Background: an optimization exercise with open tools, aiming at small area and a short achievable clock period. Do not read the settings as production practice.

==> v2 <==
// fused_multiply_add
module fused_multiply_add
(
     input                                   clk
   , input                                   rst
   , input                                   cntrl_load
   , input        [31:0]                     cntrl_init
   , input                                   pass
   , input        [15:0]                     m
   , input        [15:0]                     x
   , input        [15:0]                     c
   , output logic                            y_valid_r
   , output logic [31:0]                     y_w
);
export LEC_CHECK = 0
export ABC_AREA = 1
export CAP_MARGIN = 20
export CORE_MARGIN = 2
export CORE_UTILIZATION = 40
export CTS_BUF_LIST = sky130_fd_sc_hd__clkbuf_8
export SETUP_SLACK_MARGIN = 2.8
export SLEW_MARGIN = 20
export SYNTH_HIERARCHICAL = 1
export SYNTH_MINIMUM_KEEP_SIZE = 0
create_clock -name core_clock -period 8.0 [get_ports {clk}]
standard.sh (not shown) runs the stock make flow with config.mk's settings and CLKGATE_MAP_FILE= SYNTH_SCRIPT=/design/flow/synth_recipe.tcl, a recipe that flattens the netlist after the stock synthesis.
==> flow/flow/run.sh <==
#!/bin/bash
# The standard layout (standard.sh), with two changes:
#  - synthesis maps logic with ABC's &nf mapper (flow/abc_map.script) in place of
#    ORFS's abc_area.script, which maps XOR-heavy logic to NAND2 trees;
#  - the port buffers are plain buf_2 cells instead of the default choice.
set -u
WORK=$(pwd)
rm -rf "$WORK/scripts"
cp -r "$FLOW_HOME/scripts" "$WORK/scripts"
cp "$WORK/flow/abc_map.script" "$WORK/scripts/abc_area.script"
export SCRIPTS_DIR="$WORK/scripts"
export BUFFER_PORTS_ARGS="-buffer_cell sky130_fd_sc_hd__buf_2"
bash standard.sh > standard.log 2>&1
==> flow/flow/abc_map.script <==
strash
&get -n
&fraig -x
&put
scorr
dc2
dretime
strash
&get -n
&dch -f
&nf {D}
&put
==> inputs of v8, as changes to v2 <==
--- a/flow/design.v
+++ b/flow/design.v
@@ -11,24 +11,24 @@
    , output logic                            y_valid_r
    , output logic [31:0]                     y_w
 );
   logic [31:0] ys_r, yc_r;
   logic [25:14] yt_r;
   wire        opnd_en = pass;
   wire [15:0] cg = {16{opnd_en}} & c;
-  wire [15:0] xg = x;
+  wire [15:0] xg = {16{opnd_en}} & x;
   wire [16:-1] xe = {1'b0, xg, 1'b0};
   wire [15:-1] me = {m, 1'b0};
   wire [1:0] one0_d, two0_d, neg0_d;
-  assign one0_d[0] = pass & (me[0] ^ 1'b0);
-  assign two0_d[0] = pass & ((me[1] & ~me[0] & ~1'b0) | (~me[1] & me[0] & 1'b0));
-  assign neg0_d[0] = pass & me[1];
-  assign one0_d[1] = pass & (me[0] ^ 1'b0);
-  assign two0_d[1] = pass & ((me[1] & ~me[0] & ~1'b0) | (~me[1] & me[0] & 1'b0));
-  assign neg0_d[1] = pass & me[1];
+  assign one0_d[0] = (me[0] ^ 1'b0);
+  assign two0_d[0] = ((me[1] & ~me[0] & ~1'b0) | (~me[1] & me[0] & 1'b0));
+  assign neg0_d[0] = me[1];
+  assign one0_d[1] = (me[0] ^ 1'b0);
+  assign two0_d[1] = ((me[1] & ~me[0] & ~1'b0) | (~me[1] & me[0] & 1'b0));
+  assign neg0_d[1] = me[1];
   wire neg0 = neg0_d[0];
   wire [16:0] pp0;
   assign pp0[0] = (one0_d[0] & xe[0]) ^ neg0_d[0];
   fma_bsel u_b0_1 (.one(one0_d[0]), .two(two0_d[0]), .neg(neg0_d[0]), .xa(xe[1]), .xb(xe[0]), .p(pp0[1]));
   fma_bsel u_b0_2 (.one(one0_d[0]), .two(two0_d[0]), .neg(neg0_d[0]), .xa(xe[2]), .xb(xe[1]), .p(pp0[2]));
   fma_bsel u_b0_3 (.one(one0_d[0]), .two(two0_d[0]), .neg(neg0_d[0]), .xa(xe[3]), .xb(xe[2]), .p(pp0[3]));
   fma_bsel u_b0_4 (.one(one0_d[0]), .two(two0_d[0]), .neg(neg0_d[0]), .xa(xe[4]), .xb(xe[3]), .p(pp0[4]));
@@ -41,16 +41,16 @@
   fma_bsel u_b0_11 (.one(one0_d[1]), .two(two0_d[1]), .neg(neg0_d[1]), .xa(xe[11]), .xb(xe[10]), .p(pp0[11]));
   fma_bsel u_b0_12 (.one(one0_d[1]), .two(two0_d[1]), .neg(neg0_d[1]), .xa(xe[12]), .xb(xe[11]), .p(pp0[12]));
   fma_bsel u_b0_13 (.one(one0_d[1]), .two(two0_d[1]), .neg(neg0_d[1]), .xa(xe[13]), .xb(xe[12]), .p(pp0[13]));
   fma_bsel u_b0_14 (.one(one0_d[1]), .two(two0_d[1]), .neg(neg0_d[1]), .xa(xe[14]), .xb(xe[13]), .p(pp0[14]));
   fma_bsel u_b0_15 (.one(one0_d[1]), .two(two0_d[1]), .neg(neg0_d[1]), .xa(xe[15]), .xb(xe[14]), .p(pp0[15]));
   assign pp0[16] = (two0_d[1] & xe[15]) ^ neg0_d[1];
   wire [1:0] one1_d, two1_d, neg1_d;
-  fma_benc u_e1_0 (.en(pass), .b2(me[3]), .b1(me[2]), .b0(me[1]), .one(one1_d[0]), .two(two1_d[0]), .neg(neg1_d[0]));
-  fma_benc u_e1_1 (.en(pass), .b2(me[3]), .b1(me[2]), .b0(me[1]), .one(one1_d[1]), .two(two1_d[1]), .neg(neg1_d[1]));
+  fma_benc1 u_e1_0 (.b2(me[3]), .b1(me[2]), .b0(me[1]), .one(one1_d[0]), .two(two1_d[0]), .neg(neg1_d[0]));
+  fma_benc1 u_e1_1 (.b2(me[3]), .b1(me[2]), .b0(me[1]), .one(one1_d[1]), .two(two1_d[1]), .neg(neg1_d[1]));
   wire neg1 = neg1_d[0];
   wire [16:0] pp1;
   assign pp1[0] = (one1_d[0] & xe[0]) ^ neg1_d[0];
   fma_bsel u_b1_1 (.one(one1_d[0]), .two(two1_d[0]), .neg(neg1_d[0]), .xa(xe[1]), .xb(xe[0]), .p(pp1[1]));
   fma_bsel u_b1_2 (.one(one1_d[0]), .two(two1_d[0]), .neg(neg1_d[0]), .xa(xe[2]), .xb(xe[1]), .p(pp1[2]));
   fma_bsel u_b1_3 (.one(one1_d[0]), .two(two1_d[0]), .neg(neg1_d[0]), .xa(xe[3]), .xb(xe[2]), .p(pp1[3]));
   fma_bsel u_b1_4 (.one(one1_d[0]), .two(two1_d[0]), .neg(neg1_d[0]), .xa(xe[4]), .xb(xe[3]), .p(pp1[4]));
@@ -63,16 +63,16 @@
   fma_bsel u_b1_11 (.one(one1_d[1]), .two(two1_d[1]), .neg(neg1_d[1]), .xa(xe[11]), .xb(xe[10]), .p(pp1[11]));
   fma_bsel u_b1_12 (.one(one1_d[1]), .two(two1_d[1]), .neg(neg1_d[1]), .xa(xe[12]), .xb(xe[11]), .p(pp1[12]));
   fma_bsel u_b1_13 (.one(one1_d[1]), .two(two1_d[1]), .neg(neg1_d[1]), .xa(xe[13]), .xb(xe[12]), .p(pp1[13]));
   fma_bsel u_b1_14 (.one(one1_d[1]), .two(two1_d[1]), .neg(neg1_d[1]), .xa(xe[14]), .xb(xe[13]), .p(pp1[14]));
   fma_bsel u_b1_15 (.one(one1_d[1]), .two(two1_d[1]), .neg(neg1_d[1]), .xa(xe[15]), .xb(xe[14]), .p(pp1[15]));
   assign pp1[16] = (two1_d[1] & xe[15]) ^ neg1_d[1];
   wire [1:0] one2_d, two2_d, neg2_d;
-  fma_benc u_e2_0 (.en(pass), .b2(me[5]), .b1(me[4]), .b0(me[3]), .one(one2_d[0]), .two(two2_d[0]), .neg(neg2_d[0]));
-  fma_benc u_e2_1 (.en(pass), .b2(me[5]), .b1(me[4]), .b0(me[3]), .one(one2_d[1]), .two(two2_d[1]), .neg(neg2_d[1]));
+  fma_benc1 u_e2_0 (.b2(me[5]), .b1(me[4]), .b0(me[3]), .one(one2_d[0]), .two(two2_d[0]), .neg(neg2_d[0]));
+  fma_benc1 u_e2_1 (.b2(me[5]), .b1(me[4]), .b0(me[3]), .one(one2_d[1]), .two(two2_d[1]), .neg(neg2_d[1]));
   wire neg2 = neg2_d[0];
   wire [16:0] pp2;
   assign pp2[0] = (one2_d[0] & xe[0]) ^ neg2_d[0];
   fma_bsel u_b2_1 (.one(one2_d[0]), .two(two2_d[0]), .neg(neg2_d[0]), .xa(xe[1]), .xb(xe[0]), .p(pp2[1]));
   fma_bsel u_b2_2 (.one(one2_d[0]), .two(two2_d[0]), .neg(neg2_d[0]), .xa(xe[2]), .xb(xe[1]), .p(pp2[2]));
   fma_bsel u_b2_3 (.one(one2_d[0]), .two(two2_d[0]), .neg(neg2_d[0]), .xa(xe[3]), .xb(xe[2]), .p(pp2[3]));
   fma_bsel u_b2_4 (.one(one2_d[0]), .two(two2_d[0]), .neg(neg2_d[0]), .xa(xe[4]), .xb(xe[3]), .p(pp2[4]));
@@ -85,16 +85,16 @@
   fma_bsel u_b2_11 (.one(one2_d[1]), .two(two2_d[1]), .neg(neg2_d[1]), .xa(xe[11]), .xb(xe[10]), .p(pp2[11]));
   fma_bsel u_b2_12 (.one(one2_d[1]), .two(two2_d[1]), .neg(neg2_d[1]), .xa(xe[12]), .xb(xe[11]), .p(pp2[12]));
   fma_bsel u_b2_13 (.one(one2_d[1]), .two(two2_d[1]), .neg(neg2_d[1]), .xa(xe[13]), .xb(xe[12]), .p(pp2[13]));
   fma_bsel u_b2_14 (.one(one2_d[1]), .two(two2_d[1]), .neg(neg2_d[1]), .xa(xe[14]), .xb(xe[13]), .p(pp2[14]));
   fma_bsel u_b2_15 (.one(one2_d[1]), .two(two2_d[1]), .neg(neg2_d[1]), .xa(xe[15]), .xb(xe[14]), .p(pp2[15]));
   assign pp2[16] = (two2_d[1] & xe[15]) ^ neg2_d[1];
   wire [1:0] one3_d, two3_d, neg3_d;
-  fma_benc u_e3_0 (.en(pass), .b2(me[7]), .b1(me[6]), .b0(me[5]), .one(one3_d[0]), .two(two3_d[0]), .neg(neg3_d[0]));
-  fma_benc u_e3_1 (.en(pass), .b2(me[7]), .b1(me[6]), .b0(me[5]), .one(one3_d[1]), .two(two3_d[1]), .neg(neg3_d[1]));
+  fma_benc1 u_e3_0 (.b2(me[7]), .b1(me[6]), .b0(me[5]), .one(one3_d[0]), .two(two3_d[0]), .neg(neg3_d[0]));
+  fma_benc1 u_e3_1 (.b2(me[7]), .b1(me[6]), .b0(me[5]), .one(one3_d[1]), .two(two3_d[1]), .neg(neg3_d[1]));
   wire neg3 = neg3_d[0];
   wire [16:0] pp3;
   assign pp3[0] = (one3_d[0] & xe[0]) ^ neg3_d[0];
   fma_bsel u_b3_1 (.one(one3_d[0]), .two(two3_d[0]), .neg(neg3_d[0]), .xa(xe[1]), .xb(xe[0]), .p(pp3[1]));
   fma_bsel u_b3_2 (.one(one3_d[0]), .two(two3_d[0]), .neg(neg3_d[0]), .xa(xe[2]), .xb(xe[1]), .p(pp3[2]));
   fma_bsel u_b3_3 (.one(one3_d[0]), .two(two3_d[0]), .neg(neg3_d[0]), .xa(xe[3]), .xb(xe[2]), .p(pp3[3]));
   fma_bsel u_b3_4 (.one(one3_d[0]), .two(two3_d[0]), .neg(neg3_d[0]), .xa(xe[4]), .xb(xe[3]), .p(pp3[4]));
@@ -107,16 +107,16 @@
   fma_bsel u_b3_11 (.one(one3_d[1]), .two(two3_d[1]), .neg(neg3_d[1]), .xa(xe[11]), .xb(xe[10]), .p(pp3[11]));
   fma_bsel u_b3_12 (.one(one3_d[1]), .two(two3_d[1]), .neg(neg3_d[1]), .xa(xe[12]), .xb(xe[11]), .p(pp3[12]));
   fma_bsel u_b3_13 (.one(one3_d[1]), .two(two3_d[1]), .neg(neg3_d[1]), .xa(xe[13]), .xb(xe[12]), .p(pp3[13]));
   fma_bsel u_b3_14 (.one(one3_d[1]), .two(two3_d[1]), .neg(neg3_d[1]), .xa(xe[14]), .xb(xe[13]), .p(pp3[14]));
   fma_bsel u_b3_15 (.one(one3_d[1]), .two(two3_d[1]), .neg(neg3_d[1]), .xa(xe[15]), .xb(xe[14]), .p(pp3[15]));
   assign pp3[16] = (two3_d[1] & xe[15]) ^ neg3_d[1];
   wire [1:0] one4_d, two4_d, neg4_d;
-  fma_benc u_e4_0 (.en(pass), .b2(me[9]), .b1(me[8]), .b0(me[7]), .one(one4_d[0]), .two(two4_d[0]), .neg(neg4_d[0]));
-  fma_benc u_e4_1 (.en(pass), .b2(me[9]), .b1(me[8]), .b0(me[7]), .one(one4_d[1]), .two(two4_d[1]), .neg(neg4_d[1]));
+  fma_benc1 u_e4_0 (.b2(me[9]), .b1(me[8]), .b0(me[7]), .one(one4_d[0]), .two(two4_d[0]), .neg(neg4_d[0]));
+  fma_benc1 u_e4_1 (.b2(me[9]), .b1(me[8]), .b0(me[7]), .one(one4_d[1]), .two(two4_d[1]), .neg(neg4_d[1]));
   wire neg4 = neg4_d[0];
   wire [16:0] pp4;
   assign pp4[0] = (one4_d[0] & xe[0]) ^ neg4_d[0];
   fma_bsel u_b4_1 (.one(one4_d[0]), .two(two4_d[0]), .neg(neg4_d[0]), .xa(xe[1]), .xb(xe[0]), .p(pp4[1]));
   fma_bsel u_b4_2 (.one(one4_d[0]), .two(two4_d[0]), .neg(neg4_d[0]), .xa(xe[2]), .xb(xe[1]), .p(pp4[2]));
   fma_bsel u_b4_3 (.one(one4_d[0]), .two(two4_d[0]), .neg(neg4_d[0]), .xa(xe[3]), .xb(xe[2]), .p(pp4[3]));
   fma_bsel u_b4_4 (.one(one4_d[0]), .two(two4_d[0]), .neg(neg4_d[0]), .xa(xe[4]), .xb(xe[3]), .p(pp4[4]));
@@ -129,16 +129,16 @@
   fma_bsel u_b4_11 (.one(one4_d[1]), .two(two4_d[1]), .neg(neg4_d[1]), .xa(xe[11]), .xb(xe[10]), .p(pp4[11]));
   fma_bsel u_b4_12 (.one(one4_d[1]), .two(two4_d[1]), .neg(neg4_d[1]), .xa(xe[12]), .xb(xe[11]), .p(pp4[12]));
   fma_bsel u_b4_13 (.one(one4_d[1]), .two(two4_d[1]), .neg(neg4_d[1]), .xa(xe[13]), .xb(xe[12]), .p(pp4[13]));
   fma_bsel u_b4_14 (.one(one4_d[1]), .two(two4_d[1]), .neg(neg4_d[1]), .xa(xe[14]), .xb(xe[13]), .p(pp4[14]));
   fma_bsel u_b4_15 (.one(one4_d[1]), .two(two4_d[1]), .neg(neg4_d[1]), .xa(xe[15]), .xb(xe[14]), .p(pp4[15]));
   assign pp4[16] = (two4_d[1] & xe[15]) ^ neg4_d[1];
   wire [1:0] one5_d, two5_d, neg5_d;
-  fma_benc u_e5_0 (.en(pass), .b2(me[11]), .b1(me[10]), .b0(me[9]), .one(one5_d[0]), .two(two5_d[0]), .neg(neg5_d[0]));
-  fma_benc u_e5_1 (.en(pass), .b2(me[11]), .b1(me[10]), .b0(me[9]), .one(one5_d[1]), .two(two5_d[1]), .neg(neg5_d[1]));
+  fma_benc1 u_e5_0 (.b2(me[11]), .b1(me[10]), .b0(me[9]), .one(one5_d[0]), .two(two5_d[0]), .neg(neg5_d[0]));
+  fma_benc1 u_e5_1 (.b2(me[11]), .b1(me[10]), .b0(me[9]), .one(one5_d[1]), .two(two5_d[1]), .neg(neg5_d[1]));
   wire neg5 = neg5_d[0];
   wire [16:0] pp5;
   assign pp5[0] = (one5_d[0] & xe[0]) ^ neg5_d[0];
   fma_bsel u_b5_1 (.one(one5_d[0]), .two(two5_d[0]), .neg(neg5_d[0]), .xa(xe[1]), .xb(xe[0]), .p(pp5[1]));
   fma_bsel u_b5_2 (.one(one5_d[0]), .two(two5_d[0]), .neg(neg5_d[0]), .xa(xe[2]), .xb(xe[1]), .p(pp5[2]));
   fma_bsel u_b5_3 (.one(one5_d[0]), .two(two5_d[0]), .neg(neg5_d[0]), .xa(xe[3]), .xb(xe[2]), .p(pp5[3]));
   fma_bsel u_b5_4 (.one(one5_d[0]), .two(two5_d[0]), .neg(neg5_d[0]), .xa(xe[4]), .xb(xe[3]), .p(pp5[4]));
@@ -151,16 +151,16 @@
   fma_bsel u_b5_11 (.one(one5_d[1]), .two(two5_d[1]), .neg(neg5_d[1]), .xa(xe[11]), .xb(xe[10]), .p(pp5[11]));
   fma_bsel u_b5_12 (.one(one5_d[1]), .two(two5_d[1]), .neg(neg5_d[1]), .xa(xe[12]), .xb(xe[11]), .p(pp5[12]));
   fma_bsel u_b5_13 (.one(one5_d[1]), .two(two5_d[1]), .neg(neg5_d[1]), .xa(xe[13]), .xb(xe[12]), .p(pp5[13]));
   fma_bsel u_b5_14 (.one(one5_d[1]), .two(two5_d[1]), .neg(neg5_d[1]), .xa(xe[14]), .xb(xe[13]), .p(pp5[14]));
   fma_bsel u_b5_15 (.one(one5_d[1]), .two(two5_d[1]), .neg(neg5_d[1]), .xa(xe[15]), .xb(xe[14]), .p(pp5[15]));
   assign pp5[16] = (two5_d[1] & xe[15]) ^ neg5_d[1];
   wire [1:0] one6_d, two6_d, neg6_d;
-  fma_benc u_e6_0 (.en(pass), .b2(me[13]), .b1(me[12]), .b0(me[11]), .one(one6_d[0]), .two(two6_d[0]), .neg(neg6_d[0]));
-  fma_benc u_e6_1 (.en(pass), .b2(me[13]), .b1(me[12]), .b0(me[11]), .one(one6_d[1]), .two(two6_d[1]), .neg(neg6_d[1]));
+  fma_benc1 u_e6_0 (.b2(me[13]), .b1(me[12]), .b0(me[11]), .one(one6_d[0]), .two(two6_d[0]), .neg(neg6_d[0]));
+  fma_benc1 u_e6_1 (.b2(me[13]), .b1(me[12]), .b0(me[11]), .one(one6_d[1]), .two(two6_d[1]), .neg(neg6_d[1]));
   wire neg6 = neg6_d[0];
   wire [16:0] pp6;
   assign pp6[0] = (one6_d[0] & xe[0]) ^ neg6_d[0];
   fma_bsel u_b6_1 (.one(one6_d[0]), .two(two6_d[0]), .neg(neg6_d[0]), .xa(xe[1]), .xb(xe[0]), .p(pp6[1]));
   fma_bsel u_b6_2 (.one(one6_d[0]), .two(two6_d[0]), .neg(neg6_d[0]), .xa(xe[2]), .xb(xe[1]), .p(pp6[2]));
   fma_bsel u_b6_3 (.one(one6_d[0]), .two(two6_d[0]), .neg(neg6_d[0]), .xa(xe[3]), .xb(xe[2]), .p(pp6[3]));
   fma_bsel u_b6_4 (.one(one6_d[0]), .two(two6_d[0]), .neg(neg6_d[0]), .xa(xe[4]), .xb(xe[3]), .p(pp6[4]));
@@ -173,16 +173,16 @@
   fma_bsel u_b6_11 (.one(one6_d[1]), .two(two6_d[1]), .neg(neg6_d[1]), .xa(xe[11]), .xb(xe[10]), .p(pp6[11]));
   fma_bsel u_b6_12 (.one(one6_d[1]), .two(two6_d[1]), .neg(neg6_d[1]), .xa(xe[12]), .xb(xe[11]), .p(pp6[12]));
   fma_bsel u_b6_13 (.one(one6_d[1]), .two(two6_d[1]), .neg(neg6_d[1]), .xa(xe[13]), .xb(xe[12]), .p(pp6[13]));
   fma_bsel u_b6_14 (.one(one6_d[1]), .two(two6_d[1]), .neg(neg6_d[1]), .xa(xe[14]), .xb(xe[13]), .p(pp6[14]));
   fma_bsel u_b6_15 (.one(one6_d[1]), .two(two6_d[1]), .neg(neg6_d[1]), .xa(xe[15]), .xb(xe[14]), .p(pp6[15]));
   assign pp6[16] = (two6_d[1] & xe[15]) ^ neg6_d[1];
   wire [1:0] one7_d, two7_d, neg7_d;
-  fma_benc u_e7_0 (.en(pass), .b2(me[15]), .b1(me[14]), .b0(me[13]), .one(one7_d[0]), .two(two7_d[0]), .neg(neg7_d[0]));
-  fma_benc u_e7_1 (.en(pass), .b2(me[15]), .b1(me[14]), .b0(me[13]), .one(one7_d[1]), .two(two7_d[1]), .neg(neg7_d[1]));
+  fma_benc1 u_e7_0 (.b2(me[15]), .b1(me[14]), .b0(me[13]), .one(one7_d[0]), .two(two7_d[0]), .neg(neg7_d[0]));
+  fma_benc1 u_e7_1 (.b2(me[15]), .b1(me[14]), .b0(me[13]), .one(one7_d[1]), .two(two7_d[1]), .neg(neg7_d[1]));
   wire neg7 = neg7_d[0];
   wire [16:0] pp7;
   assign pp7[0] = (one7_d[0] & xe[0]) ^ neg7_d[0];
   fma_bsel u_b7_1 (.one(one7_d[0]), .two(two7_d[0]), .neg(neg7_d[0]), .xa(xe[1]), .xb(xe[0]), .p(pp7[1]));
   fma_bsel u_b7_2 (.one(one7_d[0]), .two(two7_d[0]), .neg(neg7_d[0]), .xa(xe[2]), .xb(xe[1]), .p(pp7[2]));
   fma_bsel u_b7_3 (.one(one7_d[0]), .two(two7_d[0]), .neg(neg7_d[0]), .xa(xe[3]), .xb(xe[2]), .p(pp7[3]));
   fma_bsel u_b7_4 (.one(one7_d[0]), .two(two7_d[0]), .neg(neg7_d[0]), .xa(xe[4]), .xb(xe[3]), .p(pp7[4]));
@@ -807,14 +807,19 @@
 module fma_gc (input gh, input ph, input gl, output g);
   assign g = gh | (ph & gl);
 endmodule
 module fma_gpc (input gh, input ph, input gl, input pl, output g, output p);
   assign g = gh | (ph & gl);
   assign p = ph & pl;
 endmodule
+module fma_benc1 (input b2, input b1, input b0, output one, output two, output neg);
+  assign one = b1 ^ b0;
+  assign two = (b2 & ~b1 & ~b0) | (~b2 & b1 & b0);
+  assign neg = b2;
+endmodule
 module fma_benc (input en, input b2, input b1, input b0, output one, output two, output neg);
   assign one = en & (b1 ^ b0);
   assign two = en & ((b2 & ~b1 & ~b0) | (~b2 & b1 & b0));
   assign neg = en & b2;
 endmodule
 module fma_bsel (input one, input two, input neg, input xa, input xb, output p);
   assign p = ((one & xa) | (two & xb)) ^ neg;
==> flow/flow/run.sh (replaced) <==
#!/bin/bash
# The standard layout (standard.sh), with two changes:
#  - synthesis maps logic with ABC's &nf mapper (flow/abc_map.script) in place of
#    ORFS's abc_area.script, which maps XOR-heavy logic to NAND2 trees;
#  - the port buffers are plain buf_1 cells instead of the default choice.
set -u
WORK=$(pwd)
rm -rf "$WORK/scripts"
cp -r "$FLOW_HOME/scripts" "$WORK/scripts"
cp "$WORK/flow/abc_map.script" "$WORK/scripts/abc_area.script"
export SCRIPTS_DIR="$WORK/scripts"
export BUFFER_PORTS_ARGS="-buffer_cell sky130_fd_sc_hd__buf_1"
bash standard.sh > standard.log 2>&1
Settings changed: CORE_UTILIZATION 40 to 60, SETUP_SLACK_MARGIN 2.8 to 3.0.
==> flow_metrics.py <==
metrics = {
    "global_routing": {
        "grt_pass1_wl_um": 40700,
        "globalRouteMet1Util": 0.277,
    },
    "setup_path": {
        "crit_chain": "fa_1 > ha_4 > and2_0 > and2_0 > and2_0 > a21o_4 > a21o_4 > a21o_4 > a21o_1 > a21o_1 > xor2_1 > buf_2",
        "critical-path-max-stage-delay_ps": 610,
        "r2r_slack_ps": 4170,
    },
    "finish": {
        "n_fill_cell": 2358,
        "final_cell_mix": "184 x fa_1, 134 x xnor2_1, 120 x a22oi_1",
        "clock_buffers": 10,
        "fin_cells": 1357,
    },
    "logic_synthesis": {
        "ys_top_cells_by_count": "184 x fa_1, 134 x xnor2_1, 120 x a22oi_1, 72 x dfxtp_1, 55 x clkinv_1",
        "yosys-mux-area-fraction": 0.0371,
        "syn_avg_cell_area_um2": 11.2,
    },
    "power_and_ir_drop": {
        "swShare": 0.457,
        "cellLeakagePower_nw": 4.78,
    },
    "place": {
        "place_congestion": 0.864,
    },
    "status": {
        "outcome": "complete, no violations",
    },
    "drt": {
        "wl_um": 24800,
        "post_drt_wl_per_cell_um": 18.3,
    },
}
[end of results for v2]
==> flow_metrics.py <==
metrics = {
    "setup_path": {
        "critical-path-max-stage-delay_ps": 600,
    },
    "drt": {
        "post_drt_wl_per_cell_um": 18.8,
        "wl_um": 23400,
    },
    "global_routing": {
        "globalRouteMet1Util": 0.385,
        "grt_pass1_wl_um": 39500,
    },
    "status": {
        "outcome": "complete, no violations",
    },
    "power_and_ir_drop": {
        "swShare": 0.462,
    },
    "finish": {
        "fin_cells": 1247,
        "clock_buffers": 11,
    },
}
[end of results for v8]
Function was not checked in any run of this note: the RTL went through the layout flow alone.

[afterwards: timing with drivers on the ports]
The results above use ideal ports. As a check the final layouts listed here were re-extracted and re-timed, cells and wires unchanged.
Step 1 (the two cells are an assumption about what drives the block):
set clk [get_ports {clk}]
set_driving_cell -lib_cell sky130_fd_sc_hd__clkbuf_16 $clk
set_driving_cell -lib_cell sky130_fd_sc_hd__buf_2 [delete_from_list [all_inputs] $clk]
Step 2 also shifts input and output timing later by t, the mid clock arrival at the registers, as if the neighbouring blocks saw the same clock.
a / b / c = ideal / step 1 / step 2; a / b = the first two.
| run | t (ns) | slack for setup (ns) | worst register clock-pin slew, ns |
|---|---|---|---|
| v2 | 0.411 | 2.955 / 2.912 / 2.670 | 0.08 / 0.08 |
| v8 | 0.425 | 3.089 / 3.048 / 2.766 | 0.08 / 0.08 |
After both steps every run listed still meets setup and hold. For v8, which loses most, drivers alone change the setup slack by -0.041 ns; drivers and shift together by -0.323 ns.
